Background: an optimization exercise with open tools, aiming at small area, a short achievable clock period and few clock cycles. Do not read the settings as production practice. The RTL was checked by simulation tests, not by an equivalence proof against the original design.

--- flow/config.mk ---
export PLATFORM = sky130hd
export DESIGN_NAME = fir_single_chan
export DESIGN_NICKNAME = fir_single_chan
export VERILOG_FILES = /design/flow/design.v
export SDC_FILE = /design/flow/constraint.sdc
export NUM_CORES = 4
export LEC_CHECK = 0
export CAP_MARGIN = 20
export CORE_MARGIN = 2
export CORE_UTILIZATION = 40
export CTS_BUF_LIST = sky130_fd_sc_hd__clkbuf_8
export CTS_CLUSTER_DIAMETER = 80
export CTS_CLUSTER_SIZE = 16
export PLACE_DENSITY = 0.6
export SETUP_SLACK_MARGIN = 3.2
export SLEW_MARGIN = 20
--- flow/design.v ---
module fir_single_chan (
  input clk,
  input rst,
  output logic [15:0] data_addr_rd_o,
  output logic [15:0] data_addr_wr_o,
  input  logic [15:0] data_din_i,
  output logic [15:0] data_dout_o,
  output logic        data_we_o,
  output logic        done_intr
);
logic [15:0] x1, x2, x3;
logic [18:0] va, vb;
logic [18:0] v[0:4];
logic [19:0] pa, pb;
logic [18:0] pc;
logic vt_s1, vt_c1;
assign vt_s1 = data_din_i[1] ^ x1[0];
assign vt_c1 = data_din_i[1] & x1[0];
logic vt_s2, vt_c2;
assign vt_s2 = data_din_i[2] ^ x1[1] ^ x2[1];
assign vt_c2 = (data_din_i[2] & x1[1]) | (data_din_i[2] & x2[1]) | (x1[1] & x2[1]);
logic vt_s3, vt_c3;
assign vt_s3 = data_din_i[3] ^ x1[2] ^ x2[2];
assign vt_c3 = (data_din_i[3] & x1[2]) | (data_din_i[3] & x2[2]) | (x1[2] & x2[2]);
logic vt_s4, vt_c4;
assign vt_s4 = data_din_i[4] ^ x1[3] ^ x2[3];
assign vt_c4 = (data_din_i[4] & x1[3]) | (data_din_i[4] & x2[3]) | (x1[3] & x2[3]);
logic vt_s5, vt_c5;
assign vt_s5 = data_din_i[5] ^ x1[4] ^ x2[4];
assign vt_c5 = (data_din_i[5] & x1[4]) | (data_din_i[5] & x2[4]) | (x1[4] & x2[4]);
logic vt_s6, vt_c6;
assign vt_s6 = data_din_i[6] ^ x1[5] ^ x2[5];
assign vt_c6 = (data_din_i[6] & x1[5]) | (data_din_i[6] & x2[5]) | (x1[5] & x2[5]);
logic vt_s7, vt_c7;
assign vt_s7 = data_din_i[7] ^ x1[6] ^ x2[6];
assign vt_c7 = (data_din_i[7] & x1[6]) | (data_din_i[7] & x2[6]) | (x1[6] & x2[6]);
logic vt_s8, vt_c8;
assign vt_s8 = data_din_i[8] ^ x1[7] ^ x2[7];
assign vt_c8 = (data_din_i[8] & x1[7]) | (data_din_i[8] & x2[7]) | (x1[7] & x2[7]);
logic vt_s9, vt_c9;
assign vt_s9 = data_din_i[9] ^ x1[8] ^ x2[8];
assign vt_c9 = (data_din_i[9] & x1[8]) | (data_din_i[9] & x2[8]) | (x1[8] & x2[8]);
logic vt_s10, vt_c10;
assign vt_s10 = data_din_i[10] ^ x1[9] ^ x2[9];
assign vt_c10 = (data_din_i[10] & x1[9]) | (data_din_i[10] & x2[9]) | (x1[9] & x2[9]);
logic vt_s11, vt_c11;
assign vt_s11 = data_din_i[11] ^ x1[10] ^ x2[10];
assign vt_c11 = (data_din_i[11] & x1[10]) | (data_din_i[11] & x2[10]) | (x1[10] & x2[10]);
logic vt_s12, vt_c12;
assign vt_s12 = data_din_i[12] ^ x1[11] ^ x2[11];
assign vt_c12 = (data_din_i[12] & x1[11]) | (data_din_i[12] & x2[11]) | (x1[11] & x2[11]);
logic vt_s13, vt_c13;
assign vt_s13 = data_din_i[13] ^ x1[12] ^ x2[12];
assign vt_c13 = (data_din_i[13] & x1[12]) | (data_din_i[13] & x2[12]) | (x1[12] & x2[12]);
logic vt_s14, vt_c14;
assign vt_s14 = data_din_i[14] ^ x1[13] ^ x2[13];
assign vt_c14 = (data_din_i[14] & x1[13]) | (data_din_i[14] & x2[13]) | (x1[13] & x2[13]);
logic vt_s15, vt_c15;
assign vt_s15 = ~data_din_i[15] ^ x1[14] ^ x2[14];
assign vt_c15 = (~data_din_i[15] & x1[14]) | (~data_din_i[15] & x2[14]) | (x1[14] & x2[14]);
logic vt_s16, vt_c16;
assign vt_s16 = ~x1[15] ^ ~x2[15];
assign vt_c16 = ~x1[15] & ~x2[15];
logic vt_s17, vt_c17;
assign vt_s17 = vt_s1 ^ x2[0];
assign vt_c17 = vt_s1 & x2[0];
logic vt_s18, vt_c18;
assign vt_s18 = vt_s2 ^ x3[2] ^ vt_c1;
assign vt_c18 = (vt_s2 & x3[2]) | (vt_s2 & vt_c1) | (x3[2] & vt_c1);
logic vt_s19, vt_c19;
assign vt_s19 = vt_s3 ^ x3[3] ^ vt_c2;
assign vt_c19 = (vt_s3 & x3[3]) | (vt_s3 & vt_c2) | (x3[3] & vt_c2);
logic vt_s20, vt_c20;
assign vt_s20 = vt_s4 ^ x3[4] ^ vt_c3;
assign vt_c20 = (vt_s4 & x3[4]) | (vt_s4 & vt_c3) | (x3[4] & vt_c3);
logic vt_s21, vt_c21;
assign vt_s21 = vt_s5 ^ x3[5] ^ vt_c4;
assign vt_c21 = (vt_s5 & x3[5]) | (vt_s5 & vt_c4) | (x3[5] & vt_c4);
logic vt_s22, vt_c22;
assign vt_s22 = vt_s6 ^ x3[6] ^ vt_c5;
assign vt_c22 = (vt_s6 & x3[6]) | (vt_s6 & vt_c5) | (x3[6] & vt_c5);
logic vt_s23, vt_c23;
assign vt_s23 = vt_s7 ^ x3[7] ^ vt_c6;
assign vt_c23 = (vt_s7 & x3[7]) | (vt_s7 & vt_c6) | (x3[7] & vt_c6);
logic vt_s24, vt_c24;
assign vt_s24 = vt_s8 ^ x3[8] ^ vt_c7;
assign vt_c24 = (vt_s8 & x3[8]) | (vt_s8 & vt_c7) | (x3[8] & vt_c7);
logic vt_s25, vt_c25;
assign vt_s25 = vt_s9 ^ x3[9] ^ vt_c8;
assign vt_c25 = (vt_s9 & x3[9]) | (vt_s9 & vt_c8) | (x3[9] & vt_c8);
logic vt_s26, vt_c26;
assign vt_s26 = vt_s10 ^ x3[10] ^ vt_c9;
assign vt_c26 = (vt_s10 & x3[10]) | (vt_s10 & vt_c9) | (x3[10] & vt_c9);
logic vt_s27, vt_c27;
assign vt_s27 = vt_s11 ^ x3[11] ^ vt_c10;
assign vt_c27 = (vt_s11 & x3[11]) | (vt_s11 & vt_c10) | (x3[11] & vt_c10);
logic vt_s28, vt_c28;
assign vt_s28 = vt_s12 ^ x3[12] ^ vt_c11;
assign vt_c28 = (vt_s12 & x3[12]) | (vt_s12 & vt_c11) | (x3[12] & vt_c11);
logic vt_s29, vt_c29;
assign vt_s29 = vt_s13 ^ x3[13] ^ vt_c12;
assign vt_c29 = (vt_s13 & x3[13]) | (vt_s13 & vt_c12) | (x3[13] & vt_c12);
logic vt_s30, vt_c30;
assign vt_s30 = vt_s14 ^ x3[14] ^ vt_c13;
assign vt_c30 = (vt_s14 & x3[14]) | (vt_s14 & vt_c13) | (x3[14] & vt_c13);
logic vt_s31, vt_c31;
assign vt_s31 = vt_s15 ^ ~x3[15] ^ vt_c14;
assign vt_c31 = (vt_s15 & ~x3[15]) | (vt_s15 & vt_c14) | (~x3[15] & vt_c14);
logic vt_s32, vt_c32;
assign vt_s32 = vt_s16 ^ 1'b1 ^ vt_c15;
assign vt_c32 = (vt_s16 & 1'b1) | (vt_s16 & vt_c15) | (1'b1 & vt_c15);
always_ff @(posedge clk) begin
  x1 <= data_din_i;
  x2 <= x1;
  x3 <= x2;
  va <= {1'b1, vt_c16, vt_s32, vt_s31, vt_s30, vt_s29, vt_s28, vt_s27, vt_s26, vt_s25, vt_s24, vt_s23, vt_s22, vt_s21, vt_s20, vt_s19, vt_s18, vt_s17, data_din_i[0]};
  vb <= {1'b0, vt_c32, vt_c31, vt_c30, vt_c29, vt_c28, vt_c27, vt_c26, vt_c25, vt_c24, vt_c23, vt_c22, vt_c21, vt_c20, vt_c19, vt_c18, vt_c17, x3[1], x3[0]};
end
logic [18:0] v_n;
assign v_n = {va[18], va[17], va[16], va[15], va[14], va[13], va[12], va[11], va[10], va[9], va[8], va[7], va[6], va[5], va[4], va[3], va[2], va[1], va[0]} + {vb[18], vb[17], vb[16], vb[15], vb[14], vb[13], vb[12], vb[11], vb[10], vb[9], vb[8], vb[7], vb[6], vb[5], vb[4], vb[3], vb[2], vb[1], vb[0]};
logic [19:0] pa_n;
assign pa_n = {v[0][18], v[0][18], v[0][17], v[0][16], v[0][15], v[0][14], v[0][13], v[0][12], v[0][11], v[0][10], v[0][9], v[0][8], v[0][7], v[0][6], v[0][5], v[0][4], v[0][3], v[0][2], v[0][1], v[0][0]} + {v[4][18], v[4][18], v[4][17], v[4][16], v[4][15], v[4][14], v[4][13], v[4][12], v[4][11], v[4][10], v[4][9], v[4][8], v[4][7], v[4][6], v[4][5], v[4][4], v[4][3], v[4][2], v[4][1], v[4][0]};
logic [19:0] pb_n;
assign pb_n = {v[1][18], v[1][18], v[1][17], v[1][16], v[1][15], v[1][14], v[1][13], v[1][12], v[1][11], v[1][10], v[1][9], v[1][8], v[1][7], v[1][6], v[1][5], v[1][4], v[1][3], v[1][2], v[1][1], v[1][0]} + {v[3][18], v[3][18], v[3][17], v[3][16], v[3][15], v[3][14], v[3][13], v[3][12], v[3][11], v[3][10], v[3][9], v[3][8], v[3][7], v[3][6], v[3][5], v[3][4], v[3][3], v[3][2], v[3][1], v[3][0]};
always_ff @(posedge clk) begin
  v[0] <= v_n;
  for (int i = 1; i < 5; i++) v[i] <= v[i-1];
  pa <= pa_n;
  pb <= pb_n;
end
assign pc = v[3];   
logic cs_s1, cs_c1;
assign cs_s1 = pa[0] ^ ~pa[3] ^ pb[0];
assign cs_c1 = (pa[0] & ~pa[3]) | (pa[0] & pb[0]) | (~pa[3] & pb[0]);
logic cs_s2, cs_c2;
assign cs_s2 = pa[1] ^ ~pa[4] ^ pb[1];
assign cs_c2 = (pa[1] & ~pa[4]) | (pa[1] & pb[1]) | (~pa[4] & pb[1]);
logic cs_s3, cs_c3;
assign cs_s3 = pb[3] ^ pc[1];
assign cs_c3 = pb[3] & pc[1];
logic cs_s4, cs_c4;
assign cs_s4 = pa[2] ^ ~pa[5] ^ pb[2];
assign cs_c4 = (pa[2] & ~pa[5]) | (pa[2] & pb[2]) | (~pa[5] & pb[2]);
logic cs_s5, cs_c5;
assign cs_s5 = pb[4] ^ pc[2] ^ pc[5];
assign cs_c5 = (pb[4] & pc[2]) | (pb[4] & pc[5]) | (pc[2] & pc[5]);
logic cs_s6, cs_c6;
assign cs_s6 = pa[3] ^ ~pa[6] ^ pb[3];
assign cs_c6 = (pa[3] & ~pa[6]) | (pa[3] & pb[3]) | (~pa[6] & pb[3]);
logic cs_s7, cs_c7;
assign cs_s7 = pb[5] ^ pc[3] ^ pc[6];
assign cs_c7 = (pb[5] & pc[3]) | (pb[5] & pc[6]) | (pc[3] & pc[6]);
logic cs_s8, cs_c8;
assign cs_s8 = pa[4] ^ ~pa[7] ^ pb[4];
assign cs_c8 = (pa[4] & ~pa[7]) | (pa[4] & pb[4]) | (~pa[7] & pb[4]);
logic cs_s9, cs_c9;
assign cs_s9 = pb[6] ^ pc[4] ^ pc[7];
assign cs_c9 = (pb[6] & pc[4]) | (pb[6] & pc[7]) | (pc[4] & pc[7]);
logic cs_s10, cs_c10;
assign cs_s10 = pa[5] ^ ~pa[8] ^ pb[5];
assign cs_c10 = (pa[5] & ~pa[8]) | (pa[5] & pb[5]) | (~pa[8] & pb[5]);
logic cs_s11, cs_c11;
assign cs_s11 = pb[7] ^ pc[5] ^ pc[8];
assign cs_c11 = (pb[7] & pc[5]) | (pb[7] & pc[8]) | (pc[5] & pc[8]);
logic cs_s12, cs_c12;
assign cs_s12 = pa[6] ^ ~pa[9] ^ pb[6];
assign cs_c12 = (pa[6] & ~pa[9]) | (pa[6] & pb[6]) | (~pa[9] & pb[6]);
logic cs_s13, cs_c13;
assign cs_s13 = pb[8] ^ pc[6] ^ pc[9];
assign cs_c13 = (pb[8] & pc[6]) | (pb[8] & pc[9]) | (pc[6] & pc[9]);
logic cs_s14, cs_c14;
assign cs_s14 = pa[7] ^ ~pa[10] ^ pb[7];
assign cs_c14 = (pa[7] & ~pa[10]) | (pa[7] & pb[7]) | (~pa[10] & pb[7]);
logic cs_s15, cs_c15;
assign cs_s15 = pb[9] ^ pc[7] ^ pc[10];
assign cs_c15 = (pb[9] & pc[7]) | (pb[9] & pc[10]) | (pc[7] & pc[10]);
logic cs_s16, cs_c16;
assign cs_s16 = pa[8] ^ ~pa[11] ^ pb[8];
assign cs_c16 = (pa[8] & ~pa[11]) | (pa[8] & pb[8]) | (~pa[11] & pb[8]);
logic cs_s17, cs_c17;
assign cs_s17 = pb[10] ^ pc[8] ^ pc[11];
assign cs_c17 = (pb[10] & pc[8]) | (pb[10] & pc[11]) | (pc[8] & pc[11]);
logic cs_s18, cs_c18;
assign cs_s18 = pa[9] ^ ~pa[12] ^ pb[9];
assign cs_c18 = (pa[9] & ~pa[12]) | (pa[9] & pb[9]) | (~pa[12] & pb[9]);
logic cs_s19, cs_c19;
assign cs_s19 = pb[11] ^ pc[9] ^ pc[12];
assign cs_c19 = (pb[11] & pc[9]) | (pb[11] & pc[12]) | (pc[9] & pc[12]);
logic cs_s20, cs_c20;
assign cs_s20 = pa[10] ^ ~pa[13] ^ pb[10];
assign cs_c20 = (pa[10] & ~pa[13]) | (pa[10] & pb[10]) | (~pa[13] & pb[10]);
logic cs_s21, cs_c21;
assign cs_s21 = pb[12] ^ pc[10] ^ pc[13];
assign cs_c21 = (pb[12] & pc[10]) | (pb[12] & pc[13]) | (pc[10] & pc[13]);
logic cs_s22, cs_c22;
assign cs_s22 = pa[11] ^ ~pa[14] ^ pb[11];
assign cs_c22 = (pa[11] & ~pa[14]) | (pa[11] & pb[11]) | (~pa[14] & pb[11]);
logic cs_s23, cs_c23;
assign cs_s23 = pb[13] ^ pc[11] ^ pc[14];
assign cs_c23 = (pb[13] & pc[11]) | (pb[13] & pc[14]) | (pc[11] & pc[14]);
logic cs_s24, cs_c24;
assign cs_s24 = pa[12] ^ ~pa[15] ^ pb[12];
assign cs_c24 = (pa[12] & ~pa[15]) | (pa[12] & pb[12]) | (~pa[15] & pb[12]);
logic cs_s25, cs_c25;
assign cs_s25 = pb[14] ^ pc[12] ^ pc[15];
assign cs_c25 = (pb[14] & pc[12]) | (pb[14] & pc[15]) | (pc[12] & pc[15]);
logic cs_s26, cs_c26;
assign cs_s26 = pa[13] ^ ~pa[16] ^ pb[13];
assign cs_c26 = (pa[13] & ~pa[16]) | (pa[13] & pb[13]) | (~pa[16] & pb[13]);
logic cs_s27, cs_c27;
assign cs_s27 = pb[15] ^ pc[13] ^ pc[16];
assign cs_c27 = (pb[15] & pc[13]) | (pb[15] & pc[16]) | (pc[13] & pc[16]);
logic cs_s28, cs_c28;
assign cs_s28 = pa[14] ^ ~pa[17] ^ pb[14];
assign cs_c28 = (pa[14] & ~pa[17]) | (pa[14] & pb[14]) | (~pa[17] & pb[14]);
logic cs_s29, cs_c29;
assign cs_s29 = pb[16] ^ pc[14] ^ pc[17];
assign cs_c29 = (pb[16] & pc[14]) | (pb[16] & pc[17]) | (pc[14] & pc[17]);
logic cs_s30, cs_c30;
assign cs_s30 = pa[15] ^ ~pa[18] ^ pb[15];
assign cs_c30 = (pa[15] & ~pa[18]) | (pa[15] & pb[15]) | (~pa[18] & pb[15]);
logic cs_s31, cs_c31;
assign cs_s31 = pb[17] ^ pc[15] ^ pc[18];
assign cs_c31 = (pb[17] & pc[15]) | (pb[17] & pc[18]) | (pc[15] & pc[18]);
logic cs_s32, cs_c32;
assign cs_s32 = pa[16] ^ pa[19] ^ pb[16];
assign cs_c32 = (pa[16] & pa[19]) | (pa[16] & pb[16]) | (pa[19] & pb[16]);
logic cs_s33, cs_c33;
assign cs_s33 = pb[18] ^ pc[16] ^ ~pc[18];
assign cs_c33 = (pb[18] & pc[16]) | (pb[18] & ~pc[18]) | (pc[16] & ~pc[18]);
logic cs_s34, cs_c34;
assign cs_s34 = pa[17] ^ pb[17] ^ ~pb[19];
assign cs_c34 = (pa[17] & pb[17]) | (pa[17] & ~pb[19]) | (pb[17] & ~pb[19]);
logic cs_s35, cs_c35;
assign cs_s35 = cs_s1 ^ pb[2];
assign cs_c35 = cs_s1 & pb[2];
logic cs_s36, cs_c36;
assign cs_s36 = cs_s2 ^ cs_s3 ^ pc[4];
assign cs_c36 = (cs_s2 & cs_s3) | (cs_s2 & pc[4]) | (cs_s3 & pc[4]);
logic cs_s37, cs_c37;
assign cs_s37 = cs_s4 ^ cs_s5 ^ cs_c2;
assign cs_c37 = (cs_s4 & cs_s5) | (cs_s4 & cs_c2) | (cs_s5 & cs_c2);
logic cs_s38, cs_c38;
assign cs_s38 = cs_s6 ^ cs_s7 ^ cs_c4;
assign cs_c38 = (cs_s6 & cs_s7) | (cs_s6 & cs_c4) | (cs_s7 & cs_c4);
logic cs_s39, cs_c39;
assign cs_s39 = cs_s8 ^ cs_s9 ^ cs_c6;
assign cs_c39 = (cs_s8 & cs_s9) | (cs_s8 & cs_c6) | (cs_s9 & cs_c6);
logic cs_s40, cs_c40;
assign cs_s40 = cs_s10 ^ cs_s11 ^ cs_c8;
assign cs_c40 = (cs_s10 & cs_s11) | (cs_s10 & cs_c8) | (cs_s11 & cs_c8);
logic cs_s41, cs_c41;
assign cs_s41 = cs_s12 ^ cs_s13 ^ cs_c10;
assign cs_c41 = (cs_s12 & cs_s13) | (cs_s12 & cs_c10) | (cs_s13 & cs_c10);
logic cs_s42, cs_c42;
assign cs_s42 = cs_s14 ^ cs_s15 ^ cs_c12;
assign cs_c42 = (cs_s14 & cs_s15) | (cs_s14 & cs_c12) | (cs_s15 & cs_c12);
logic cs_s43, cs_c43;
assign cs_s43 = cs_s16 ^ cs_s17 ^ cs_c14;
assign cs_c43 = (cs_s16 & cs_s17) | (cs_s16 & cs_c14) | (cs_s17 & cs_c14);
logic cs_s44, cs_c44;
assign cs_s44 = cs_s18 ^ cs_s19 ^ cs_c16;
assign cs_c44 = (cs_s18 & cs_s19) | (cs_s18 & cs_c16) | (cs_s19 & cs_c16);
logic cs_s45, cs_c45;
assign cs_s45 = cs_s20 ^ cs_s21 ^ cs_c18;
assign cs_c45 = (cs_s20 & cs_s21) | (cs_s20 & cs_c18) | (cs_s21 & cs_c18);
logic cs_s46, cs_c46;
assign cs_s46 = cs_s22 ^ cs_s23 ^ cs_c20;
assign cs_c46 = (cs_s22 & cs_s23) | (cs_s22 & cs_c20) | (cs_s23 & cs_c20);
logic cs_s47, cs_c47;
assign cs_s47 = cs_s24 ^ cs_s25 ^ cs_c22;
assign cs_c47 = (cs_s24 & cs_s25) | (cs_s24 & cs_c22) | (cs_s25 & cs_c22);
logic cs_s48, cs_c48;
assign cs_s48 = cs_s26 ^ cs_s27 ^ cs_c24;
assign cs_c48 = (cs_s26 & cs_s27) | (cs_s26 & cs_c24) | (cs_s27 & cs_c24);
logic cs_s49, cs_c49;
assign cs_s49 = cs_s28 ^ cs_s29 ^ cs_c26;
assign cs_c49 = (cs_s28 & cs_s29) | (cs_s28 & cs_c26) | (cs_s29 & cs_c26);
logic cs_s50, cs_c50;
assign cs_s50 = cs_s30 ^ cs_s31 ^ cs_c28;
assign cs_c50 = (cs_s30 & cs_s31) | (cs_s30 & cs_c28) | (cs_s31 & cs_c28);
logic cs_s51, cs_c51;
assign cs_s51 = cs_s32 ^ cs_s33 ^ cs_c30;
assign cs_c51 = (cs_s32 & cs_s33) | (cs_s32 & cs_c30) | (cs_s33 & cs_c30);
logic cs_s52, cs_c52;
assign cs_s52 = cs_s34 ^ pc[17] ^ cs_c32;
assign cs_c52 = (cs_s34 & pc[17]) | (cs_s34 & cs_c32) | (pc[17] & cs_c32);
logic cs_s53, cs_c53;
assign cs_s53 = pa[18] ^ pb[18] ^ ~pc[18];
assign cs_c53 = (pa[18] & pb[18]) | (pa[18] & ~pc[18]) | (pb[18] & ~pc[18]);
logic cs_s54, cs_c54;
assign cs_s54 = ~pa[19] ^ ~pb[19];
assign cs_c54 = ~pa[19] & ~pb[19];
logic cs_s55, cs_c55;
assign cs_s55 = ~pa[0] ^ pc[0];
assign cs_c55 = ~pa[0] & pc[0];
logic cs_s56, cs_c56;
assign cs_s56 = ~pa[1] ^ pb[0] ^ pc[1];
assign cs_c56 = (~pa[1] & pb[0]) | (~pa[1] & pc[1]) | (pb[0] & pc[1]);
logic cs_s57, cs_c57;
assign cs_s57 = ~pa[2] ^ pb[1] ^ pc[2];
assign cs_c57 = (~pa[2] & pb[1]) | (~pa[2] & pc[2]) | (pb[1] & pc[2]);
logic cs_s58, cs_c58;
assign cs_s58 = cs_s35 ^ pc[0] ^ pc[3];
assign cs_c58 = (cs_s35 & pc[0]) | (cs_s35 & pc[3]) | (pc[0] & pc[3]);
logic cs_s59, cs_c59;
assign cs_s59 = cs_s36 ^ cs_c1 ^ cs_c35;
assign cs_c59 = (cs_s36 & cs_c1) | (cs_s36 & cs_c35) | (cs_c1 & cs_c35);
logic cs_s60, cs_c60;
assign cs_s60 = cs_s37 ^ cs_c3 ^ cs_c36;
assign cs_c60 = (cs_s37 & cs_c3) | (cs_s37 & cs_c36) | (cs_c3 & cs_c36);
logic cs_s61, cs_c61;
assign cs_s61 = cs_s38 ^ cs_c5 ^ cs_c37;
assign cs_c61 = (cs_s38 & cs_c5) | (cs_s38 & cs_c37) | (cs_c5 & cs_c37);
logic cs_s62, cs_c62;
assign cs_s62 = cs_s39 ^ cs_c7 ^ cs_c38;
assign cs_c62 = (cs_s39 & cs_c7) | (cs_s39 & cs_c38) | (cs_c7 & cs_c38);
logic cs_s63, cs_c63;
assign cs_s63 = cs_s40 ^ cs_c9 ^ cs_c39;
assign cs_c63 = (cs_s40 & cs_c9) | (cs_s40 & cs_c39) | (cs_c9 & cs_c39);
logic cs_s64, cs_c64;
assign cs_s64 = cs_s41 ^ cs_c11 ^ cs_c40;
assign cs_c64 = (cs_s41 & cs_c11) | (cs_s41 & cs_c40) | (cs_c11 & cs_c40);
logic cs_s65, cs_c65;
assign cs_s65 = cs_s42 ^ cs_c13 ^ cs_c41;
assign cs_c65 = (cs_s42 & cs_c13) | (cs_s42 & cs_c41) | (cs_c13 & cs_c41);
logic cs_s66, cs_c66;
assign cs_s66 = cs_s43 ^ cs_c15 ^ cs_c42;
assign cs_c66 = (cs_s43 & cs_c15) | (cs_s43 & cs_c42) | (cs_c15 & cs_c42);
logic cs_s67, cs_c67;
assign cs_s67 = cs_s44 ^ cs_c17 ^ cs_c43;
assign cs_c67 = (cs_s44 & cs_c17) | (cs_s44 & cs_c43) | (cs_c17 & cs_c43);
logic cs_s68, cs_c68;
assign cs_s68 = cs_s45 ^ cs_c19 ^ cs_c44;
assign cs_c68 = (cs_s45 & cs_c19) | (cs_s45 & cs_c44) | (cs_c19 & cs_c44);
logic cs_s69, cs_c69;
assign cs_s69 = cs_s46 ^ cs_c21 ^ cs_c45;
assign cs_c69 = (cs_s46 & cs_c21) | (cs_s46 & cs_c45) | (cs_c21 & cs_c45);
logic cs_s70, cs_c70;
assign cs_s70 = cs_s47 ^ cs_c23 ^ cs_c46;
assign cs_c70 = (cs_s47 & cs_c23) | (cs_s47 & cs_c46) | (cs_c23 & cs_c46);
logic cs_s71, cs_c71;
assign cs_s71 = cs_s48 ^ cs_c25 ^ cs_c47;
assign cs_c71 = (cs_s48 & cs_c25) | (cs_s48 & cs_c47) | (cs_c25 & cs_c47);
logic cs_s72, cs_c72;
assign cs_s72 = cs_s49 ^ cs_c27 ^ cs_c48;
assign cs_c72 = (cs_s49 & cs_c27) | (cs_s49 & cs_c48) | (cs_c27 & cs_c48);
logic cs_s73, cs_c73;
assign cs_s73 = cs_s50 ^ cs_c29 ^ cs_c49;
assign cs_c73 = (cs_s50 & cs_c29) | (cs_s50 & cs_c49) | (cs_c29 & cs_c49);
logic cs_s74, cs_c74;
assign cs_s74 = cs_s51 ^ cs_c31 ^ cs_c50;
assign cs_c74 = (cs_s51 & cs_c31) | (cs_s51 & cs_c50) | (cs_c31 & cs_c50);
logic cs_s75, cs_c75;
assign cs_s75 = cs_s52 ^ cs_c33 ^ cs_c51;
assign cs_c75 = (cs_s52 & cs_c33) | (cs_s52 & cs_c51) | (cs_c33 & cs_c51);
logic cs_s76, cs_c76;
assign cs_s76 = cs_s53 ^ cs_c34 ^ cs_c52;
assign cs_c76 = (cs_s53 & cs_c34) | (cs_s53 & cs_c52) | (cs_c34 & cs_c52);
logic cs_s77, cs_c77;
assign cs_s77 = cs_s54 ^ 1'b1 ^ cs_c53;
assign cs_c77 = (cs_s54 & 1'b1) | (cs_s54 & cs_c53) | (1'b1 & cs_c53);
logic [23:0] ra, rb;
always_ff @(posedge clk) begin
  ra <= {cs_c54, cs_s77, cs_s76, cs_s75, cs_s74, cs_s73, cs_s72, cs_s71, cs_s70, cs_s69, cs_s68, cs_s67, cs_s66, cs_s65, cs_s64, cs_s63, cs_s62, cs_s61, cs_s60, cs_s59, cs_s58, cs_s57, cs_s56, cs_s55};
  rb <= {cs_c77, cs_c76, cs_c75, cs_c74, cs_c73, cs_c72, cs_c71, cs_c70, cs_c69, cs_c68, cs_c67, cs_c66, cs_c65, cs_c64, cs_c63, cs_c62, cs_c61, cs_c60, cs_c59, cs_c58, cs_c57, cs_c56, cs_c55, 1'b1};
end
logic [23:0] sum;
assign sum = {ra[23], ra[22], ra[21], ra[20], ra[19], ra[18], ra[17], ra[16], ra[15], ra[14], ra[13], ra[12], ra[11], ra[10], ra[9], ra[8], ra[7], ra[6], ra[5], ra[4], ra[3], ra[2], ra[1], ra[0]} + {rb[23], rb[22], rb[21], rb[20], rb[19], rb[18], rb[17], rb[16], rb[15], rb[14], rb[13], rb[12], rb[11], rb[10], rb[9], rb[8], rb[7], rb[6], rb[5], rb[4], rb[3], rb[2], rb[1], rb[0]};
always_ff @(posedge clk) data_dout_o <= sum[23:8];
logic start;
assign start = (data_addr_rd_o[3:0] == 4'd13);
always_ff @(posedge clk) begin
  if (rst) begin
    data_addr_rd_o <= 16'd1;
    data_addr_wr_o <= 16'hfff3;
    data_we_o <= 1'b0;
    done_intr <= 1'b0;
  end else begin
    data_addr_rd_o <= data_addr_rd_o + 16'd1;
    data_addr_wr_o <= data_addr_wr_o + 16'd1;
    if (done_intr) begin
      data_we_o <= 1'b0;
    end else if (data_we_o | start) begin
      data_we_o <= 1'b1;
      if (data_we_o && data_addr_wr_o == 16'hfffe) done_intr <= 1'b1;
    end
  end
end
endmodule
--- flow/constraint.sdc ---
create_clock -name core_clock -period 5.5 [get_ports {clk}]
set_input_delay 1.1000 -clock core_clock [delete_from_list [all_inputs] [get_ports {clk}]]
set_output_delay 1.1000 -clock core_clock [all_outputs]
set_load 0.01 [all_outputs]
--- flow/flow/run.sh ---
#!/bin/bash
# Own layout flow: the standard ORFS flow (standard.sh, standard synthesis), with the
# ports buffered by plain buffers instead of the delay cells buffer_ports picks by default,
# and sizing not held to the cells' footprints. Each tool's output goes to a log here.
set -uo pipefail
bash standard.sh \
  'BUFFER_PORTS_ARGS=-buffer_cell sky130_fd_sc_hd__buf_4' \
  MATCH_CELL_FOOTPRINT=0 \
  finish > flow_make.log 2>&1
status=$?
cp -r orfs/logs flow_logs 2>/dev/null || true
exit $status
--- flow/standard.sh ---
#!/bin/bash
# synth_recipe.tcl (not shown) runs the flow's synth.tcl, then flattens the netlist and writes it again
# the make line also repeats each setting of config.mk as NAME=value (left out here)
make -C /OpenROAD-flow-scripts/flow DESIGN_CONFIG=/design/flow/config.mk WORK_HOME=/design/flow/orfs CLKGATE_MAP_FILE= SYNTH_SCRIPT=/design/flow/synth_recipe.tcl "${@:-finish}"
==> summary.md, run 1 <==
| Metric | Value |
|---|---|
| GR Util All Layers | 0.130 |
| Maximum net fanout on the critical path | 4 |
| Clock buffer depth | 3 |
| Hold path startpoint | v[2][1] |
| Initial antenna violation count | 0 |
| Drt wl/cell | 12.9 µm |
| Clock H-tree levels | 1 |
| Die height | 185 µm |
| Worst clock skew | 0.0219 ns |
| Hold crit path type | flop to flop |
| Antenna Violating Nets Remaining | 0 |
| Worst r2r src | v[3][0] |
| Clock Latency Late Sink | 0.56 ns |
| Detailed Route Iter0 Violations | 229 |
| Post-synthesis register bit count | 315 |
| Ys async rst share | 0 |
| Die W | 185 µm |
| PortBufs | 67 |
| Via count | 7,746 |
| Setup_tns | 0 ns |
| Cells along the critical path | ha_2 -> fa_2 -> a21o_1 -> a21oi_2 -> nand2b_4 -> a21bo_4 -> a31oi_4 -> or4_1 -> nand4_1 |
| Worst EP required | 6.01 ns |
| Synth cell count leaders | dfxtp_1, inv_1, fa_1 |
| Crit-path max cell delay | 0.43 ns |
| Min cycle time layout | 2.27 ns |
| CP arrival | 2.78 ns |
| Met2 WL post-DR | 10000 µm |
| Critical-path top delay cell | or4_1 |
| Metal3 WL | 924 µm |
| Top FF cell, synth | dfxtp_1 |
| Most common cell in the synthesized netlist | dfxtp_1 |
| DP HPWL | 16,400 µm |
| Max_cap viols | 0 |
| Full die area | 34,200 µm² |
| Core area | 32,400 µm² |
| Clk pin slew, worst setup/hold paths | 0.10 ns |
| Share of cells above drive strength 1 | 0.143 |
| Final setup viols | 0 |
| TritonCTS sink count | 315 |
| Yosys warnings | 2 |
| Startpoint Class | flop |
| Largest net degree at the start of global routing | 35 |
| DR DRC count | 0 |
| Top-area cell type share of the netlist area | 0.482 |
| Post-Route WL | 21,700 µm |
| EDFF count, synth | 0 |
| Sequential area share after synthesis | 0.482 |
| Worst Tran Pin Value | 0.618 ns |
| RSZ-0062 raised after global routing | true |
| Area growth, synth to finish | 13.5% |
| Root buf cell | clkbuf_8 |
| Period utilization | 0.413 |
| I/O Pins | 68 |
| Synthesized cell area | 13,100 µm² |
| 1st-pass router iterations | 4 |
| Hold WS | 0.332 ns |
| CTS Hold Bufs | 0 |
| DRT met1 WL | 10,200 µm |
| N_diodes | 0 |
| TritonCTS clock tree | built |
| Syn_nets | 1,358 |
| Status | complete, no violations |
| Row cnt | 66 |
| First-pass GRT wire length | 36,800 µm |
| Global placement routability congestion | 0.874 |
| Hold Path Sink | v[3][1] |
| TritonCTS Buffers | 23 |
| Crit path kind | flop to flop |
| Max-slew violations | 0 |
| Grt total ovfl | 0 |
| Mapped Avg Cell Area | 11.4 µm² |
| Vias in the first global route | 8,030 |
| Flop2flop setup slack | 3.23 ns |
| Yosys cell types | 67 |
| Reg2Reg Depth | 9 |
| Vias/cell | 4.59 |
| Nets | 1,455 |
| Highest metal used | met4 |
| Starting Density | 0.404 |
| Reg2Reg Capture Point | pb[16] |
| Worst slew margin | 0.587 |
| Yosys top cell by area | dfxtp_1 |
| Syn Inst Count | 1,146 |
| FMAX | 440 MHz |
| Worst Hold Depth | 0 |
| Worst Setup End Kind | flop |
| Final hold viol count | 0 |
| Synth area leaders | dfxtp_1, fa_1, ha_1 |
==> final cells by class <==
type                       instances  area, µm²
multi-input combinational        667       6440
sequential                       315       6330
inverter                         158        593
clock buffer                      24        330
clock inverter                     2       12.5
fill                            3033      17500
timing repair buffer              78        589
tap                              442        553
==> critical path, delay by kind of cell, from the launching register on <==
family / cells / cell delay (ns)
and+or+nand+nor: 3 / 0.68
AOI/OAI and AO/OA: 4 / 0.61
adders and majority gates: 2 / 0.56
DFF: 1 / 0.36
==> flip-flops by register name, indices dropped and copies added (netlist names) <==
signal / flops
x2: 16
x3: 16
x1: 16
vb: 18
v: 95
data_dout_o: 16
data_addr_wr_o: 16
pa: 20
ra: 24
data_we_o: 1
rb: 23
pb: 20
va: 17
data_addr_rd_o: 16
done_intr: 1
==> cell families after synthesis <==
| kind of cell | after synthesis | synth area share |
|---|---|---|
| flip-flops | 315 | 0.482 |
| adder cells (fa/ha/maj) | 194 | 0.245 |
| AO/OA/AOI/OAI | 193 | 0.0974 |
| AND/OR/NAND/NOR | 201 | 0.0758 |
| XOR/XNOR | 78 | 0.0522 |
| buffers and inverters | 164 | 0.0471 |
| multiplexers | 1 | 0.000765 |
==> through the flow <==
stage	setup slack [ns]	util	area, µm²	std cells
2_1_floorplan	3.22	-	13100	1146
3_3_place_gp	3.03	0.436	14100	1649
3_5_place_dp	2.97	0.436	14100	1649
4_1_cts	3.17	0.451	14600	1679
5_1_grt	3.14	0.459	14800	1686
6_report	3.23	0.459	14800	1686
==> worst max path at each step <==
stage / start / depth (start not counted) / slack (ns) / to
detailed placement: v[3][0] / 9 / 2.97 / pb[16]
floorplan: v[0][0] / 9 / 3.22 / pa[16]
global route: v[3][0] / 9 / 3.14 / pb[16]
CTS: v[3][0] / 9 / 3.17 / pb[16]
global placement: v[3][0] / 9 / 3.03 / pb[16]
finish: v[3][0] / 9 / 3.23 / pb[16]
==> cell usage in the layout, fill, tap and decap left out, drive strengths merged, types with 2 or more instances in the layout <==
master | synthesis | layout
a2111oi | 2 | 2
o21bai | 12 | 12
nand2b | 15 | 15
and3 | 12 | 12
fa | 103 | 103
and2 | 5 | 5
xor2 | 37 | 37
nor3 | 9 | 9
o22a | 2 | 2
o21ai | 44 | 44
o2111ai | 2 | 2
or3b | 2 | 2
or2 | 3 | 3
o31ai | 2 | 2
o21a | 5 | 5
nor2b | 7 | 7
nand2 | 38 | 38
a31o | 2 | 2
inv | 157 | 157
a21oi | 65 | 65
clkinv | 1 | 2
a21o | 18 | 18
a31oi | 5 | 5
xnor2 | 41 | 41
o41ai | 2 | 2
nor4 | 3 | 3
a211oi | 9 | 9
clkbuf | 6 | 24
ha | 91 | 91
nand4 | 16 | 16
buf | 0 | 78
a21boi | 2 | 2
a221o | 2 | 2
nand3 | 26 | 26
o211ai | 7 | 7
dfxtp | 315 | 315
nor2 | 58 | 58
==> layer usage <==
| metal | global-route usage | vias to the layer above |
|---|---|---|
| li1 | - | 3939 |
| met1 | 0.168 | 3646 |
| met2 | 0.223 | 120 |
| met3 | 0.0250 | 41 |
| met4 | 0.0375 | 0 |
| met5 | 0 | - |
==> what timing repair did <==
item,CTS,global route
endpoints found under the setup margin,25,33
pin swaps,6,21
setup buffers,4,7
gates resized for setup,27,48
Testbench counts, summed over its fixed seeds: cycles 262,196.
==> run 2: changes to the inputs <==
--- a/flow/flow/run.sh
+++ b/flow/flow/run.sh
@@ -4,7 +4,7 @@
 # and sizing not held to the cells' footprints. Each tool's output goes to a log here.
 set -uo pipefail
 bash standard.sh \
-  'BUFFER_PORTS_ARGS=-buffer_cell sky130_fd_sc_hd__buf_4' \
+  'BUFFER_PORTS_ARGS=-buffer_cell sky130_fd_sc_hd__buf_2' \
   MATCH_CELL_FOOTPRINT=0 \
   finish > flow_make.log 2>&1
 status=$?
==> summary.md, run 2 <==
| Metric | Value |
|---|---|
| Status | complete, no violations |
| Nets | 1,458 |
| Post-synthesis register bit count | 315 |
| CP top delay family | simple AND/OR/NAND/NOR gates |
| Largest net degree at the start of global routing | 35 |
| Post-Route WL | 21,600 µm |
| Synth cell count leaders | dfxtp_1, inv_1, fa_1 |
| Fillers | 3,073 |
| Commonest non-fill, non-tap cell in the layout | dfxtp_1 |
| Area growth, synth to finish | 12.9% |
| Flop2flop setup slack | 3.28 ns |
| Final setup viols | 0 |
| Hold crit path type | flop to flop |
| Most common cell in the synthesized netlist | dfxtp_1 |
| Ys async rst share | 0 |
| Largest Register | v |
| TritonCTS Buffers | 23 |
| Vias/cell | 4.59 |
| Startpoint Class | flop |
| Yosys cell types | 67 |
| TritonCTS sink count | 315 |
| Top-area cell type share of the netlist area | 0.482 |
| FMAX | 450 MHz |
| Worst r2r src | v[3][0] |
| Max_cap viols | 0 |
| Row cnt | 66 |
| FF/Latch Area | 6340 µm² |
| Share of cells above drive strength 1 | 0.156 |
| Final hold viol count | 0 |
| Commonest non-fill, non-tap cells in the layout | dfxtp_1, inv_1, fa_1 |
| Worst Hold Depth | 0 |
| Cells along the critical path | ha_4 -> fa_2 -> a21o_1 -> a21oi_2 -> nand2b_4 -> a21bo_4 -> a31oi_4 -> or4_1 -> nand4_1 |
| Crit path buf inv count | 0 |
| CTS Hold Bufs | 0 |
| PortBufs | 67 |
| Crit path kind | flop to flop |
| First-pass GRT wire length | 37,000 µm |
| Worst Tran Pin Value | 0.560 ns |
| Starting Density | 0.404 |
| Clock Latency Late Sink | 0.55 ns |
| Setup_tns | 0 ns |
| Top FF cell, synth | dfxtp_1 |
| Synth area leaders | dfxtp_1, fa_1, ha_1 |
| Maximum net fanout on the critical path | 4 |
| Final core occ | 0.456 |
| Antenna Violating Nets Remaining | 0 |
| Mapped Avg Cell Area | 11.4 µm² |
| Period utilization | 0.404 |
| EDFF count, synth | 0 |
| TritonCTS clock tree | built |
| Die W | 185 µm |
| Max FFs per register | 95 |
| Root buf cell | clkbuf_8 |
| Hold path startpoint | v[2][1] |
| Worst clock skew | 0.0175 ns |
| Via count | 7,757 |
| Worst Setup End Kind | flop |
| Reg2Reg Depth | 9 |
| Worst EP required | 6.00 ns |
| Max-slew violations | 0 |
| CP arrival | 2.72 ns |
| CP startpoint | v[3][0] |
| Drt wl/cell | 12.8 µm |
| Worst slew margin | 0.623 |
| GR Util All Layers | 0.131 |
| RSZ-0062 raised after global routing | true |
| Clock H-tree levels | 1 |
| Largest regs | v: 95 flops, ra: 24 flops, rb: 23 flops |
| WP depth | 9 |
| Full die area | 34,200 µm² |
| Core area | 32,400 µm² |
| 1st-pass router iterations | 4 |
| Grt total ovfl | 0 |
| Vias in the first global route | 7,835 |
| Syn_nets | 1,358 |
| DP HPWL | 16,300 µm |
| Die height | 185 µm |
| DR DRC count | 0 |
| Clk pin slew, worst setup/hold paths | 0.10 ns |
| Initial antenna violation count | 0 |
| Reg2Reg Capture Point | pb[16] |
| Yosys warnings | 2 |
| Syn Inst Count | 1,146 |
| Sequential area share after synthesis | 0.482 |
| I/O Pins | 68 |
| Min cycle time layout | 2.22 ns |
| N_diodes | 0 |
| Multi-input logic area | 6480 µm² |
| Yosys top cell by area | dfxtp_1 |
| Critical-path top delay cell | or4_1 |
| Detailed Route Iter0 Violations | 212 |
| Crit-path max cell delay | 0.41 ns |
| Critical Path End | pb[16] |
| Global placement routability congestion | 0.859 |
| Clock buffer depth | 3 |
| Synthesized cell area | 13,100 µm² |
run 2: changes by cell type in the layout (fill, tap and decap cells not counted), moves of 2 or more:
cell and delta:
ha_4 +5, o21ai_1 -3, buf_4 -63, a21oi_1 +3, dfxtp_1 -10, a21oi_4 -2
dfxtp_2 +10, buf_2 +67, o21ai_0 +2, ha_1 -4, a211oi_2 +2
run 2: kinds of logic after synthesis:
group | Yosys count | synth area share
AOI/OAI and AO/OA | 193 | 0.0974
xor gates and xnor gates | 78 | 0.0522
adders and majority gates | 194 | 0.245
buffers and inverters | 164 | 0.0471
DFF | 315 | 0.482
muxes | 1 | 0.000765
and+or+nand+nor | 201 | 0.0758
run 2: final cells by class:
| class | count | share of cell area |
|---|---|---|
| clock inverter | 3 | 0.00280 |
| multi-input combinational | 667 | 0.439 |
| clock buffer | 23 | 0.0214 |
| inverter | 158 | 0.0402 |
| timing repair buffer | 81 | 0.0298 |
| tap | 442 | 0.0374 |
| sequential | 315 | 0.430 |
run 2: timing repair:
item                                    4_1_cts  5_1_grt
setup buffers                                 3       11
endpoints found under the hold margin         0        0
resized for setup                            26       59
endpoints found under the setup margin       24       42
pin swaps                                     8       29
run 2: per-stage QoR:
step	instances	hold slack, ns	cell area, µm²	setup WS, ns
after floorplan	1146	0.310	13100	3.22
after global placement	1649	0.310	13900	3.03
after detailed placement	1649	0.312	13900	2.99
after CTS	1678	0.335	14500	3.18
after global routing	1689	0.338	14800	3.18
final	1689	0.331	14800	3.28
run 2: routing by layer:
layer  global-route usage  up-vias  share of wire
li1                     -     3955              -
met1                0.177     3631           0.48
met2                0.216      136           0.45
met3               0.0254       35          0.044
met4               0.0340        0          0.022
met5                    0        -              0
run 2: worst min-delay path by stage:
stage | end | slack, ns
after floorplan | v[3][0] | 0.31
after global placement | v[3][1] | 0.31
after detailed placement | v[3][1] | 0.31
after CTS | v[3][8] | 0.33
after global routing | v[3][16] | 0.34
final | v[3][1] | 0.33
==> run 3: changes to the inputs <==
==> flow/flow/run.sh (replaced) <==
#!/bin/bash
# Own layout flow: the standard ORFS flow (standard.sh, standard synthesis), with the
# ports buffered by plain buffers (buf_1 on inputs, buf_2 on outputs) instead of the delay
# cells buffer_ports picks by default, and sizing not held to the cells' footprints.
# Each tool's output goes to a log here.
set -uo pipefail
here=$(pwd)
bash standard.sh \
  "PRE_GLOBAL_PLACE_TCL=$here/flow/pre_gpl.tcl" \
  'BUFFER_PORTS_ARGS=-outputs -buffer_cell sky130_fd_sc_hd__buf_2' \
  MATCH_CELL_FOOTPRINT=0 \
  finish > flow_make.log 2>&1
status=$?
cp -r orfs/logs flow_logs 2>/dev/null || true
exit $status
==> flow/flow/pre_gpl.tcl (new file) <==
# Buffer the input ports with small buffers before the standard buffer_ports call,
# which BUFFER_PORTS_ARGS limits to the outputs.
buffer_ports -inputs -buffer_cell sky130_fd_sc_hd__buf_1
==> summary.md, run 3 <==
| Metric | Value |
|---|---|
| Status | complete, no violations |
| Synth Area in XOR/XNOR | 0.0522 |
| Clock buffer depth | 3 |
| DP HPWL | 16,100 µm |
| Yosys cell types | 67 |
| Most common cell in the synthesized netlist | dfxtp_1 |
| Max_cap viols | 0 |
| TritonCTS Buffers | 23 |
| Worst r2r src | v[3][4] |
| Worst Setup End Kind | flop |
| TritonCTS clock tree | built |
| Final setup viols | 0 |
| Starting Density | 0.404 |
| Hold path startpoint | v[2][6] |
| Synth area leaders | dfxtp_1, fa_1, ha_1 |
| Root buf cell | clkbuf_8 |
| Row cnt | 66 |
| Die W | 185 µm |
| Multiplexer share of the synthesized area | 0.000765 |
| Crit path top cell by count | a21oi_1 |
| Clock Latency Late Sink | 0.55 ns |
| Period utilization | 0.410 |
| Met2 WL post-DR | 9500 µm |
| EDFF count, synth | 0 |
| Clk pin slew, worst setup/hold paths | 0.10 ns |
| Syn_nets | 1,358 |
| Largest regs | v: 95 flops, ra: 24 flops, rb: 23 flops |
| Post-Route WL | 21,300 µm |
| Vias in the first global route | 7,718 |
| First-pass GRT wire length | 36,100 µm |
| I/O Pins | 68 |
| Hold Path Sink | v[3][6] |
| Worst slew margin | 0.614 |
| Top-area cell type share of the netlist area | 0.482 |
| Max FFs per register | 95 |
| Crit-path max cell delay | 0.44 ns |
| Final hold viol count | 0 |
| N_diodes | 0 |
| Maximum net fanout on the critical path | 4 |
| Startpoint Class | flop |
| Sequential area share after synthesis | 0.482 |
| DR DRC count | 0 |
| Fillers | 3,022 |
| DRT met1 WL | 10,200 µm |
| Top FF cell, synth | dfxtp_1 |
| Synth cell count leaders | dfxtp_1, inv_1, fa_1 |
| Via count | 7,648 |
| Yosys warnings | 2 |
| Die height | 185 µm |
| Worst EP required | 5.92 ns |
| Worst Tran Pin Value | 0.578 ns |
| Ys async rst share | 0 |
| Min cycle time layout | 2.25 ns |
| Largest family of logic cells by synthesized area | adder cells |
| Grt total ovfl | 0 |
| 1st-pass router iterations | 4 |
| Compound-Gate Fraction of Synth Area | 0.0974 |
| Metal3 WL | 1130 µm |
| Global placement routability congestion | 0.813 |
| Worst clock skew | 0.0163 ns |
| Setup_tns | 0 ns |
| Crit path buf inv count | 0 |
| Commonest non-fill, non-tap cell in the layout | dfxtp_1 |
| CP arrival | 2.68 ns |
| Core area | 32,400 µm² |
| Worst Hold Depth | 0 |
| Initial antenna violation count | 0 |
| Vias/cell | 4.59 |
| Hold WS | 0.328 ns |
| Largest Register | v |
| Hold crit path type | flop to flop |
| Flop2flop setup slack | 3.25 ns |
| Max-slew violations | 0 |
| Clock H-tree levels | 1 |
| Full die area | 34,200 µm² |
| Crit path kind | flop to flop |
| Critical-path top delay cell | ha_1 |
| Antenna Violating Nets Remaining | 0 |
| Share of cells above drive strength 1 | 0.117 |
| Commonest non-fill, non-tap cells in the layout | dfxtp_1, inv_1, fa_1 |
| Synthesized cell area | 13,100 µm² |
| FMAX | 443 MHz |
| Reg2Reg Depth | 8 |
| GR Util All Layers | 0.129 |
| Yosys top cell by area | dfxtp_1 |
| Syn Inst Count | 1,146 |
| Area growth, synth to finish | 10.7% |
| PortBufs | 67 |
| Largest net degree at the start of global routing | 35 |
| Reg2Reg Capture Point | pb[19] |
| CP top delay family | compound AO/OA/AOI/OAI gates |
| TritonCTS sink count | 315 |
| Post-synthesis register bit count | 315 |
| Mapped Avg Cell Area | 11.4 µm² |
| Detailed Route Iter0 Violations | 261 |
| Simple-Gate Fraction of Synth Area | 0.0758 |
| Highest metal used | met4 |
| RSZ-0062 raised after global routing | true |
| Cells along the critical path | ha_1 -> o21ai_0 -> a21oi_1 -> nand2_1 -> o21ai_2 -> a21oi_1 -> nor4_2 -> o22ai_1 |
| Nets | 1,437 |
| CTS Hold Bufs | 0 |
| Synthesized-area fraction occupied by adder cells | 0.245 |
| Drt wl/cell | 12.8 µm |
[run 3: cell counts after synthesis]
No cell type changed its count.
[run 3: worst reg2reg max path, stage by stage, from the launching register on]
cell     delay [ns]
dfxtp_1        0.40
ha_1           0.44
o21ai_0        0.16
a21oi_1        0.22
nand2_1        0.15
o21ai_2        0.18
a21oi_1        0.14
nor4_2         0.32
o22ai_1        0.12
[run 3: timing repair]
item | 4_1_cts | 5_1_grt
gates resized for setup | 24 | 29
setup endpoints to repair | 20 | 32
buffers inserted | 7 | 3
pin swaps | 14 | 11
gates cloned | 0 | 0
[run 3: area by class of cell]
class	instances	area, µm²	share of cell area
clock buffer	23	317	0.0219
clock inverter	1	7.51	0.000519
inverter	158	593	0.0410
multi-input combinational	667	6360	0.439
sequential	315	6320	0.437
tap	442	553	0.0382
timing repair buffer	60	325	0.0225
[run 3: per-layer routing]
metal,up-vias,GRT usage
met5,-,0
met1,3571,0.168
met4,0,0.0298
met3,25,0.0303
li1,3913,-
met2,139,0.216
[run 3: how the worst max path moves through the flow]
| stage | slack [ns] | end | from | cells past startpoint |
|---|---|---|---|---|
| 4_1_cts | 3.16 | pb[16] | v[3][0] | 9 |
| 6_report | 3.25 | pb[19] | v[3][4] | 8 |
| 5_1_grt | 3.11 | pa[17] | v[4][1] | 8 |
| 3_5_place_dp | 2.95 | v[0][16] | x1[0] | 10 |
| 3_3_place_gp | 3.03 | pb[16] | v[3][0] | 9 |
| 2_1_floorplan | 3.22 | pa[16] | v[0][0] | 9 |
[run 3: cells by family (layout without fill, tap and decap cells)]
kind of cell / Yosys count / count (layout)
compound gates: 193 / 193
xor+xnor: 78 / 78
fa+ha+maj: 194 / 194
buf+inv: 164 / 242
flops: 315 / 315
mux: 1 / 1
simple gates: 201 / 201
[run 3: stage by stage]
step | instances | worst slack (ns) | util | cell area (µm²)
final | 1666 | 3.25 | 0.447 | 14500
after detailed placement | 1632 | 2.95 | 0.428 | 13900
after global placement | 1632 | 3.03 | 0.428 | 13900
after global routing | 1666 | 3.11 | 0.447 | 14500
after floorplan | 1146 | 3.22 | - | 13100
after CTS | 1663 | 3.16 | 0.443 | 14300
==> run 4: changes to the inputs <==
==> flow/flow/run.sh (replaced) <==
#!/bin/bash
# Own layout flow: the standard ORFS flow (standard.sh), with
#  - the ports buffered by plain buf_2 buffers instead of the delay cells buffer_ports picks,
#  - sizing not held to the cells' footprints,
#  - the slow four- and five-input AND-OR/OR-AND and wide gates added to the platform's
#    don't-use list (flow/dont_use_slow.txt), so synthesis and repair build the adders from
#    simpler, faster gates. The platform's own list is repeated from flow/dont_use_platform.txt
#    because a command-line setting replaces it.
# Registers are untouched: the synthesis is ORFS's, through the standard flow's synth_recipe.tcl.
# Each tool's output goes to a log here.
set -uo pipefail
here=$(pwd)
dont_use="$(cat "$here/flow/dont_use_platform.txt") $(cat "$here/flow/dont_use_slow.txt")"
bash standard.sh \
  'BUFFER_PORTS_ARGS=-buffer_cell sky130_fd_sc_hd__buf_2' \
  MATCH_CELL_FOOTPRINT=0 \
  "DONT_USE_CELLS=$dont_use" \
  finish > flow_make.log 2>&1
status=$?
cp -r orfs/logs flow_logs 2>/dev/null || true
exit $status
==> flow/flow/dont_use_platform.txt (new file) <==
sky130_fd_sc_hd__probe_p_8 sky130_fd_sc_hd__probec_p_8 sky130_fd_sc_hd__lpflow_bleeder_1 sky130_fd_sc_hd__lpflow_clkbufkapwr_1 sky130_fd_sc_hd__lpflow_clkbufkapwr_16 sky130_fd_sc_hd__lpflow_clkbufkapwr_2 sky130_fd_sc_hd__lpflow_clkbufkapwr_4 sky130_fd_sc_hd__lpflow_clkbufkapwr_8 sky130_fd_sc_hd__lpflow_clkinvkapwr_1 sky130_fd_sc_hd__lpflow_clkinvkapwr_16 sky130_fd_sc_hd__lpflow_clkinvkapwr_2 sky130_fd_sc_hd__lpflow_clkinvkapwr_4 sky130_fd_sc_hd__lpflow_clkinvkapwr_8 sky130_fd_sc_hd__lpflow_decapkapwr_12 sky130_fd_sc_hd__lpflow_decapkapwr_3 sky130_fd_sc_hd__lpflow_decapkapwr_4 sky130_fd_sc_hd__lpflow_decapkapwr_6 sky130_fd_sc_hd__lpflow_decapkapwr_8 sky130_fd_sc_hd__lpflow_inputiso0n_1 sky130_fd_sc_hd__lpflow_inputiso0p_1 sky130_fd_sc_hd__lpflow_inputiso1n_1 sky130_fd_sc_hd__lpflow_inputiso1p_1 sky130_fd_sc_hd__lpflow_inputisolatch_1 sky130_fd_sc_hd__lpflow_isobufsrc_1 sky130_fd_sc_hd__lpflow_isobufsrc_16 sky130_fd_sc_hd__lpflow_isobufsrc_2 sky130_fd_sc_hd__lpflow_isobufsrc_4 sky130_fd_sc_hd__lpflow_isobufsrc_8 sky130_fd_sc_hd__lpflow_isobufsrckapwr_16 sky130_fd_sc_hd__lpflow_lsbuf_lh_hl_isowell_tap_1 sky130_fd_sc_hd__lpflow_lsbuf_lh_hl_isowell_tap_2 sky130_fd_sc_hd__lpflow_lsbuf_lh_hl_isowell_tap_4 sky130_fd_sc_hd__lpflow_lsbuf_lh_isowell_4 sky130_fd_sc_hd__lpflow_lsbuf_lh_isowell_tap_1 sky130_fd_sc_hd__lpflow_lsbuf_lh_isowell_tap_2 sky130_fd_sc_hd__lpflow_lsbuf_lh_isowell_tap_4 sky130_fd_sc_hd__fill_1 sky130_fd_sc_hd__fill_2 sky130_fd_sc_hd__fill_4 sky130_fd_sc_hd__fill_8
==> flow/flow/dont_use_slow.txt (new file) <==
sky130_fd_sc_hd__a2111o_* sky130_fd_sc_hd__a2111oi_* sky130_fd_sc_hd__o2111a_* sky130_fd_sc_hd__o2111ai_* sky130_fd_sc_hd__a311o_* sky130_fd_sc_hd__a311oi_* sky130_fd_sc_hd__o311a_* sky130_fd_sc_hd__o311ai_* sky130_fd_sc_hd__a41o_* sky130_fd_sc_hd__a41oi_* sky130_fd_sc_hd__o41a_* sky130_fd_sc_hd__o41ai_* sky130_fd_sc_hd__a221o_* sky130_fd_sc_hd__a221oi_* sky130_fd_sc_hd__o221a_* sky130_fd_sc_hd__o221ai_* sky130_fd_sc_hd__a222oi_* sky130_fd_sc_hd__a32o_* sky130_fd_sc_hd__a32oi_* sky130_fd_sc_hd__o32a_* sky130_fd_sc_hd__o32ai_* sky130_fd_sc_hd__or4_* sky130_fd_sc_hd__and4_* sky130_fd_sc_hd__nor4_* sky130_fd_sc_hd__nand4_* sky130_fd_sc_hd__or4b_* sky130_fd_sc_hd__and4b_* sky130_fd_sc_hd__or4bb_* sky130_fd_sc_hd__and4bb_* sky130_fd_sc_hd__nor4b_* sky130_fd_sc_hd__nand4b_* sky130_fd_sc_hd__nand4bb_* sky130_fd_sc_hd__nor4bb_*
removed: flow/flow/pre_gpl.tcl
==> summary.md, run 4 <==
| Metric | Value |
|---|---|
| Status | complete, no violations |
| Worst Setup End Kind | flop |
| Clock H-tree levels | 1 |
| Largest regs | v: 95 flops, ra: 24 flops, rb: 23 flops |
| Full die area | 34,300 µm² |
| Core area | 32,500 µm² |
| Starting Density | 0.405 |
| Detailed Route Iter0 Violations | 400 |
| Post-place setup slack | 2.99 ns |
| Share of cells above drive strength 1 | 0.125 |
| Syn Inst Count | 1,165 |
| Clock Latency Late Sink | 0.56 ns |
| Die W | 185 µm |
| Final hold viol count | 0 |
| Reg2Reg Capture Point | v[0][16] |
| Max FFs per register | 95 |
| Clk pin slew, worst setup/hold paths | 0.09 ns |
| Top-area cell type share of the netlist area | 0.480 |
| Drt wl/cell | 12.3 µm |
| FMAX | 440 MHz |
| Cells along the critical path | ha_4 -> inv_2 -> fa_2 -> nor2b_2 -> o31a_1 -> o31ai_4 -> a21oi_2 -> a211oi_2 -> a21oi_1 -> xor2_1 |
| CP top delay family | compound AO/OA/AOI/OAI gates |
| Initial antenna violation count | 0 |
| Commonest non-fill, non-tap cell in the layout | dfxtp_1 |
| Max_cap viols | 0 |
| PortBufs | 67 |
| 1st-pass router iterations | 4 |
| Period utilization | 0.413 |
| Min cycle time layout | 2.27 ns |
| DR DRC count | 0 |
| RSZ-0062 raised after global routing | true |
| Final setup viols | 0 |
| Crit path kind | flop to flop |
| Post-synthesis register bit count | 315 |
| TritonCTS clock tree | built |
| Nets | 1,470 |
| Root buf cell | clkbuf_8 |
| Largest Register | v |
| Vias in the first global route | 7,619 |
| TritonCTS Buffers | 23 |
| Worst clock skew | 0.0218 ns |
| TritonCTS sink count | 315 |
| Final core occ | 0.448 |
| GR Util All Layers | 0.123 |
| Worst Tran Pin Value | 0.555 ns |
| Commonest non-fill, non-tap cells in the layout | dfxtp_1, inv_1, fa_1 |
| Yosys cell types | 45 |
| Most common cell in the synthesized netlist | dfxtp_1 |
| Area growth, synth to finish | 10.7% |
| Max-slew violations | 0 |
| Syn_nets | 1,377 |
| Reg2Reg Depth | 10 |
| Final setup margin | 3.23 ns |
| Hold WS | 0.326 ns |
| CTS Hold Bufs | 0 |
| Setup_tns | 0 ns |
| N_diodes | 0 |
| Via count | 7,639 |
| I/O Pins | 68 |
| Ys async rst share | 0 |
| Synthesized cell area | 13,100 µm² |
| Worst r2r src | x1[0] |
| Global-route met1 utilization | 0.174 |
| Crit path buf inv count | 1 |
| Worst slew margin | 0.630 |
| EDFF count, synth | 0 |
| CP arrival | 2.70 ns |
| First-pass GRT wire length | 34,800 µm |
| Maximum net fanout on the critical path | 3 |
| Synth area leaders | dfxtp_1, fa_1, ha_1 |
| Hold Path Sink | v[3][16] |
| Antenna Violating Nets Remaining | 0 |
| Flop2flop setup slack | 3.23 ns |
| Die height | 185 µm |
| Sequential area share after synthesis | 0.480 |
| Critical-path top delay cell | dfxtp_2 |
| Grt met3 use | 0.0193 |
| Worst Hold Depth | 0 |
| Clock buffer depth | 3 |
| Worst EP required | 5.93 ns |
| Hold path startpoint | v[2][16] |
| Yosys top cell by area | dfxtp_1 |
| Vias/cell | 4.49 |
| Crit-path max cell delay | 0.35 ns |
| Hold crit path type | flop to flop |
| Top FF cell, synth | dfxtp_1 |
| Row cnt | 66 |
| Yosys warnings | 2 |
| Global placement routability congestion | 0.869 |
| Met2 usage | 0.194 |
| Top Usage Layer GRT | met2 |
| Post-Route WL | 20,900 µm |
| Grt total ovfl | 0 |
| Mapped Avg Cell Area | 11.3 µm² |
| Startpoint Class | flop |
| DP HPWL | 16,100 µm |
| Synth cell count leaders | dfxtp_1, inv_1, fa_1 |
| Largest net degree at the start of global routing | 35 |
==> run 4: cell types whose count changed in the layout (fill, tap and decap cells not counted), moves of 6 or more <==
cell,before,now
buf_2,50,67
nand4_1,16,0
nand2_1,38,53
xnor2_1,41,53
a21oi_1,57,66
xor2_1,37,28
nor3_1,9,17
a21o_1,17,23
and3_1,12,18
==> run 4: worst register-to-register path: stages, from the launching register on <==
cell	delay, ns
dfxtp_2	0.35
ha_4	0.16
inv_2	0.05
fa_2	0.22
nor2b_2	0.05
o31a_1	0.35
o31ai_4	0.29
a21oi_2	0.12
a211oi_2	0.29
a21oi_1	0.13
xor2_1	0.15
==> run 4: through the flow <==
step / std cells / area, µm²
after floorplan: 1165 / 13100
after global placement: 1668 / 14000
after detailed placement: 1668 / 14000
after CTS: 1698 / 14400
after global routing: 1702 / 14500
final: 1702 / 14500
==> run 4: cells by family after synthesis <==
group / after synthesis / share of synthesized area
buffers and inverters: 162 / 0.0463
and+or+nand+nor: 207 / 0.0745
adders and majority gates: 194 / 0.244
muxes: 2 / 0.00152
AOI/OAI and AO/OA: 203 / 0.0991
DFF: 315 / 0.480
xor gates and xnor gates: 82 / 0.0547
==> run 4: area by class of cell <==
type	count	area, µm²
Inverter	156	586
Clock inverter	4	23.8
Tap cell	442	553
Sequential cell	315	6330
Clock buffer	23	317
Multi-Input combinational cell	688	6340
Fill cell	3033	17900
Timing Repair Buffer	74	388
==> run 4: how the worst max path moves through the flow <==
stage | depth (start not counted) | end | from | slack [ns]
3_5_place_dp | 9 | pb[18] | v[3][0] | 2.99
2_1_floorplan | 5 | va[15] | data_din_i[15] | 3.26
6_report | 10 | v[0][16] | x1[0] | 3.23
3_3_place_gp | 9 | pb[18] | v[3][0] | 3.04
5_1_grt | 10 | v[0][16] | x1[0] | 3.10
4_1_cts | 9 | pb[18] | v[3][0] | 3.17
==> run 4: per-layer routing <==
metal  vias up  part of all wire
li1       3963                 -
met1      3513              0.51
met2       118              0.42
met3        45             0.043
met4         0             0.027
met5         -                 0
==> run 4: repair_timing <==
action | in CTS | in global routing
resized for setup | 9 | 33
buffers inserted | 3 | 4
pin swaps | 7 | 19
endpoints found under the setup margin | 12 | 26

## what the ideal ports hide
Ports are ideal in the flow. The routed layouts listed here were re-timed in OpenROAD.
Step 1, drivers: a clkbuf_16 drives clk and a buf_2 each remaining input, both assumed.
Step 2 moves the port delays by t, midway between the first and last clock arrival at a register: inputs arrive t later, outputs are due t later. That takes back most of the time a late clock gives input paths.
Three values: ideal ports, drivers, drivers and shift; two values: the first two.
run	t, ns	setup WS [ns]	hold slack, ns	worst slew at a driven data input, ns
run 1	0.593	3.229 / 3.218 / 3.107	0.332 / 0.332 / 0.332	0.05
run 2	0.583	3.277 / 3.238 / 3.112	0.331 / 0.331 / 0.331	0.05
run 3	0.585	3.245 / 3.221 / 3.184	0.328 / 0.328 / 0.328	0.56
run 4	0.593	3.228 / 3.228 / 3.144	0.326 / 0.326 / 0.326	0.03
After both steps setup and hold are still met in every run listed. For run 2, which loses most, drivers alone change the setup slack by -0.039 ns; drivers and shift together by -0.165 ns.
